This design comes from an exercise in tuning for small area and a short achievable clock period on the open sky130 flow, not from production work. In this exercise RTL edits were held to simulation tests only and were not proved equivalent to the original. Power and IR drop assume default switching activity.

Setup of v15:
## project3_frame
module project3_frame(
  input        CLOCK_50,
  input        RESET_N,
  input  [3:0] KEY,
  output [6:0] HEX0,
  output [6:0] HEX1,
  output [9:0] LEDR,
  output [13:0] imem_addr,
  input  [31:0] imem_data,
  output [13:0] dmem_addr,
  output [31:0] dmem_wdata,
  output dmem_we,
  output dmem_re,
  input  [31:0] dmem_rdata
);
Settings: LEC_CHECK=0, CAP_MARGIN=20, CORE_MARGIN=2, CORE_UTILIZATION=50, CTS_CLUSTER_DIAMETER=100, CTS_CLUSTER_SIZE=22, SETUP_SLACK_MARGIN=4.7, SLEW_MARGIN=20; clock period 8.0 ns.
standard.sh (not shown) runs the stock make flow with config.mk's settings and CLKGATE_MAP_FILE= SYNTH_SCRIPT=/design/flow/synth_recipe.tcl, a recipe that flattens the netlist after the stock synthesis.
==> flow/flow/run.sh <==
#!/bin/bash
set -euo pipefail
export BUFFER_PORTS_ARGS="-buffer_cell sky130_fd_sc_hd__buf_2"
bash standard.sh finish > flow_make.log 2>&1
Looking at the reports, v15 completed the entire flow and the layout it produced met the timing, DRC and antenna checks.
diff inputs: v15 => v29
Settings: SETUP_SLACK_MARGIN changed from 4.7 to 5.0.
==> flow/run.sh (new file) <==
#!/bin/bash
# synth_recipe.tcl (not shown) runs the flow's synth.tcl, then flattens the netlist and writes it again
# the make line also repeats each setting of config.mk as NAME=value (left out here)
make -C /OpenROAD-flow-scripts/flow DESIGN_CONFIG=/design/flow/config.mk WORK_HOME=/design/flow/orfs CLKGATE_MAP_FILE= SYNTH_SCRIPT=/design/flow/synth_recipe.tcl finish
removed: flow/flow/run.sh
removed: flow/standard.sh
The met2 track utilization from global routing in v29 sits 2.8 points above the value recorded for v15.
v29 gives more shortest clock period the worst path allows after layout than v15 did.
The higher count of clock-buffer cells in the layout of v15 and v29 is in v29.
Cmp v29 vs v15: data arrival time of the worst path higher in v29
Non-clock buffer total of the final layout (v29 over v15): increase, 100
In the flow results for v15 and v29, the combinational group share of total power is larger on v29.
The lower wire length per cell came out of v15.
Going from v15 to v29, final worst-path cycle share went up by 1.6 points, final standard cell area without fillers went up by 7.0%.
v29 does worse than v15 on global-route wire length before repair.
From v29 to v15, number of diodes did not move at all.
The following lists how v12 was set up differently from v29:
Settings: TNS_END_PERCENT now 10, previously not set; SETUP_SLACK_MARGIN now 4.7, was 5.0.
## What came out
In summary, v12 completed successfully, with a layout that passed the timing, DRC and antenna checks.
Compared with v29, v12 shows a switching power as a share of total power that is 0.16 points lower.
Re detail-routed net length per standard cell: v12 is 0.18 µm down on v29.
Cmp v12 vs v29: portion of the layout cell area used by non-clock buffers lower in v12
Cmp v29 and v12 / setup slack after layout / lower: v12
v12 vs v29: number of optimization iterations in the first detailed-route pass down in v12
The power group with the largest share comes out registers in one run and combinational logic in the other, namely in v12 and v29 respectively.
Looking at number of design-rule violations left by the first detailed-router iteration, v12 sits below v29.
Total power: v12 vs v29 down about 7%
The number of endpoints with negative hold slack in the final report of v12 and that of v29 are within noise of each other.
#### Input delta (v46 over v12)
Settings: swapping 4.7 for 4.5 in SETUP_SLACK_MARGIN; swapping 50 for 58 in CORE_UTILIZATION; clearing TNS_END_PERCENT, which used to be 10.
Notes after the runs:
- Compared with v12, v46 shows a via count that is 573 higher.
- Combinational power (v12 / v46): 1.05
- Status: clock network area share parity (v46, v12)
- v46 against v12; wire length reported by the detailed router is down by a few percent.
- Total routing resource utilization after global routing came out higher on v46 than on v12.
- | number of nets in the finished design | v46 vs v12 | 46 lower |
- Basic-gate share of the synthesized area counting and, or, nand and nor cells came out exactly the same in v46 and v12.

willow:
Another version of the RTL of project3_frame (not shown whole).
Size: ~5,800 cells after synthesis, ~47,000 µm² of cells after synthesis.
==> flow/config.mk <==
export PLATFORM = sky130hd
export DESIGN_NAME = project3_frame
export DESIGN_NICKNAME = project3_frame
export VERILOG_FILES = /design/flow/design.v
export SDC_FILE = /design/flow/constraint.sdc
export NUM_CORES = 4
export LEC_CHECK = 0
export ABC_AREA = 1
export CAP_MARGIN = 20
export CORE_MARGIN = 2
export CORE_UTILIZATION = 50
export SETUP_SLACK_MARGIN = 4.5
export SLEW_MARGIN = 20
==> flow/constraint.sdc <==
create_clock -name core_clock -period 8.0 [get_ports {CLOCK_50}]
set_input_delay 1.6000 -clock core_clock [delete_from_list [all_inputs] [get_ports {CLOCK_50}]]
set_output_delay 1.6000 -clock core_clock [all_outputs]
set_load 0.01 [all_outputs]
run.sh (not shown) runs the stock make flow with config.mk's settings and CLKGATE_MAP_FILE= SYNTH_SCRIPT=/design/flow/synth_recipe.tcl, a recipe that flattens the netlist after the stock synthesis.
Stock flow here: none of the scripts above is used.
> inputs changed (willow -> raven)
Settings: ABC_AREA: 1 -> unset; CTS_CLUSTER_SIZE: unset -> 22; CTS_CLUSTER_DIAMETER: unset -> 100.
--- outcome ---
Per-instance average area after synthesis: raven and willow compared, higher one is raven. | hold slack | raven vs willow | better |. Number of setup buffers added after CTS came out higher on raven than on willow. Of raven and willow, raven shows the lower area added between synthesis and finish, with willow above it. Looking at highest-power group, the combinational cells result is from willow; the sequential cells one comes from raven. Post-route clock period utilization was lower in the run labelled willow. Comparing raven and willow, the lower global-route usage was measured on raven.

static timing again, ports no longer ideal:
Ports are ideal in the flow. The routed layouts listed here were re-timed in OpenROAD. Step 1 (the two cells are an assumption about what drives the block):
set clk [get_ports {CLOCK_50}]
set_driving_cell -lib_cell sky130_fd_sc_hd__clkbuf_16 $clk
set_driving_cell -lib_cell sky130_fd_sc_hd__buf_2 [delete_from_list [all_inputs] $clk]
Step 2 moves the port delays by t, midway between the first and last clock arrival at a register: inputs arrive t later, outputs are due t later. That takes back most of the time a late clock gives input paths. a / b / c = ideal ports / drivers / drivers and shift; a / b = the first two.
run | shift t [ns] | slack for setup (ns) | latest minus earliest clock arrival (ns)
v15 | 0.718 | 4.630 / 4.572 / 4.630 | 0.039 / 0.039
v29 | 0.728 | 4.506 / 4.475 / 4.297 | 0.056 / 0.057
v12 | 0.722 | 4.491 / 4.465 / 4.456 | 0.050 / 0.050
v46 | 0.714 | 4.405 / 4.339 / 4.424 | 0.043 / 0.044
willow | 0.772 | 4.371 / 4.295 / 4.414 | 0.050 / 0.049
raven | 0.720 | 3.985 / 3.985 / 3.985 | 0.058 / 0.058
After both steps every run listed still meets setup and hold. The setup slack of v29, which loses most, moves by -0.031 ns with the drivers and by -0.209 ns with both steps.
